This is an optimization exercise on Yosys and OpenROAD, whose aim is small area, a short achievable clock period and few clock cycles, not a production implementation. Where RTL was checked, it was by simulation tests only, not by an equivalence proof against the original.

## matrix_vector_mul_fp
module matrix_vector_mul_fp #(
    parameter int M = 2,
    parameter int N = 4
)(
    input  logic              clk,
    input  logic              rst,
    input  logic              start,
    input  logic [M*N*32-1:0] matrix,
    input  logic [N*32-1:0]   vector,
    output logic [M*32-1:0]   result,
    output logic              done
);
clock: 30.0 ns
lec_check: 0
cap_margin: 20
core_margin: 2
core_utilization: 40
slew_margin: 20
synth_hierarchical: 1
standard.sh (not shown) runs the stock make flow with config.mk's settings and CLKGATE_MAP_FILE= SYNTH_SCRIPT=/design/flow/synth_recipe.tcl, a recipe that flattens the netlist after the stock synthesis.
==> flow/flow/run.sh <==
#!/bin/bash
# The standard layout with two changes to synthesis and to timing repair:
# synthesis runs flow/synth.tcl (the standard flow's script, with ABC mapping by
# flow/abc_map.script, which does no buffering or sizing), and timing repair
# aims for 15 ns of setup slack, with buf_4 cells as the port buffers.
# make's output goes to synth.log and layout.log, each step's tool output
# to the ORFS logs under orfs/logs.
set -e
export FLOW_ABC_SCRIPT=$PWD/flow/abc_map.script
bash standard.sh SYNTH_SCRIPT=$PWD/flow/synth.tcl synth > synth.log 2>&1
bash standard.sh SETUP_SLACK_MARGIN=15 BUFFER_PORTS_ARGS="-buffer_cell sky130_fd_sc_hd__buf_4" finish > layout.log 2>&1
==> flow/flow/abc_map.script <==
&get -n
&st
&dch
&nf
&st
&syn2
&if -g -K 6
&synch2
&nf
&st
&syn2
&if -g -K 6
&synch2
&nf
&st
&syn2
&if -g -K 6
&synch2
&nf
&st
&syn2
&if -g -K 6
&synch2
&nf
&st
&syn2
&if -g -K 6
&synch2
&nf
&put
topo
stime -c
==> flow/flow/synth.tcl <==
# The standard flow's synthesis script (synth_recipe.tcl) with one change: ABC maps with
# flow/abc_map.script, which leaves out the buffering and sizing steps of
# the standard ABC script (the resizer does those after placement).
proc synth {args} { yosys synth -nofsm -noshare {*}$args }
proc abc {args} {
  set i [lsearch -exact $args -script]
  if { $i >= 0 } {
    lset args [expr {$i + 1}] $::env(FLOW_ABC_SCRIPT)
  }
  yosys abc {*}$args
}
source $::env(SCRIPTS_DIR)/synth.tcl
# left out here: clear keep_hierarchy, flatten, clean up, hide names made inside functions, write 1_2_yosys.v
Testbench counts at the start, summed over its fixed seeds: cycles 32,000.
==> next run, changes <==
==> flow/flow/run.sh (replaced) <==
#!/bin/bash
# The standard layout with two changes to synthesis and to timing repair:
# synthesis runs flow/synth.tcl (the standard flow's script, with ABC mapping by
# flow/abc_map.script, which does no buffering or sizing), and timing repair
# aims for 15.5 ns of setup slack, with buf_4 cells as the port buffers.
# make's output goes to synth.log and layout.log, each step's tool output
# to the ORFS logs under orfs/logs.
set -e
export FLOW_ABC_SCRIPT=$PWD/flow/abc_map.script
bash standard.sh SYNTH_SCRIPT=$PWD/flow/synth.tcl synth > synth.log 2>&1
bash standard.sh SETUP_SLACK_MARGIN=15.5 BUFFER_PORTS_ARGS="-buffer_cell sky130_fd_sc_hd__buf_4" finish > layout.log 2>&1
The new run passed the timing, DRC and antenna checks.
Worst hold slack gets better by 0.011 ns.
Synthesized area stays the same.
Worst setup slack gets better by 0.44 ns.
Core utilization rose by 1.6 points.
Maximum frequency rose by a few percent.
Via count rose slightly.
Count of clock-buffer cells in the layout rose by 6.
Final area rose by a few percent.

========
job 2725:
matrix_vector_mul_fp, a different RTL version from the one above (not shown whole).
Settings: LEC_CHECK=0, CAP_MARGIN=20, CORE_MARGIN=2, CORE_UTILIZATION=40, SLEW_MARGIN=20, SYNTH_HIERARCHICAL=1; clock period 30.0 ns.
==> flow/flow/run.sh <==
#!/bin/bash
# The standard layout with two changes to synthesis and to timing repair:
# synthesis runs flow/synth.tcl (the standard flow's script, with ABC mapping by
# flow/abc_map.script, which does no buffering or sizing), and timing repair
# aims for 15.25 ns of setup slack, with buf_2 cells as the port buffers.
# make's output goes to synth.log and layout.log, each step's tool output
# to the ORFS logs under orfs/logs.
set -e
export FLOW_ABC_SCRIPT=$PWD/flow/abc_map.script
bash standard.sh SYNTH_SCRIPT=$PWD/flow/synth.tcl synth > synth.log 2>&1
bash standard.sh SETUP_SLACK_MARGIN=15.25 BUFFER_PORTS_ARGS="-buffer_cell sky130_fd_sc_hd__buf_2" finish > layout.log 2>&1
Scripts as last shown in full above: flow/flow/abc_map.script, flow/flow/synth.tcl
Job 2725 completed; timing, DRC and antenna clean
Input changes introduced in job 6340 (baseline for comparison: job 2725):
--- a/flow/config.mk
+++ b/flow/config.mk
@@ -10 +10 @@
-export CORE_UTILIZATION = 40
+export CORE_UTILIZATION = 50
Results
NOTE: number of global-route vias before repair in job 6340 falls short of that of job 2725. Compared with job 2725, in job 6340 non-clock buffering overhead in the final layout saw a decrease.
Function was not checked in any run of this note: the RTL went through the layout flow alone.

afterwards: timing with drivers on the ports:
How much do the figures lean on ideal ports? The routed layouts below were timed once more, with nothing changed but the port constraints.
Step 1 sets driving cells, clkbuf_16 on the clock port and buf_2 on the other inputs (assumed; they add their load-dependent delay and slew).
Step 2 times the ports against the registers' clock, not the clock port: input delays grow and output delays shrink by t, the midpoint of the rising clock arrivals with the driver on.
a / b / c = no drivers / after step 1 / after step 2; a / b = the first two.
| run | t (ns) | slack for setup (ns) | worst setup path after step 2 | latest minus earliest clock arrival (ns) | worst register clock-pin slew, ns |
|---|---|---|---|---|---|
| the first run of note 1 | 0.706 | 15.148 / 15.120 / 14.414 | input to register | 0.068 / 0.068 | 0.08 / 0.08 |
| the second run of note 1 | 0.686 | 15.587 / 15.493 / 14.897 | input to register | 0.062 / 0.061 | 0.09 / 0.09 |
| job 2725 | 0.706 | 15.436 / 15.464 / 14.758 | input to register | 0.040 / 0.041 | 0.07 / 0.07 |
| job 6340 | 0.696 | 15.421 / 15.411 / 14.715 | input to register | 0.047 / 0.046 | 0.09 / 0.09 |
After both steps every run listed still meets setup and hold. The setup slack of the first run of note 1, which loses most, moves by -0.028 ns with the drivers and by -0.734 ns with both steps.
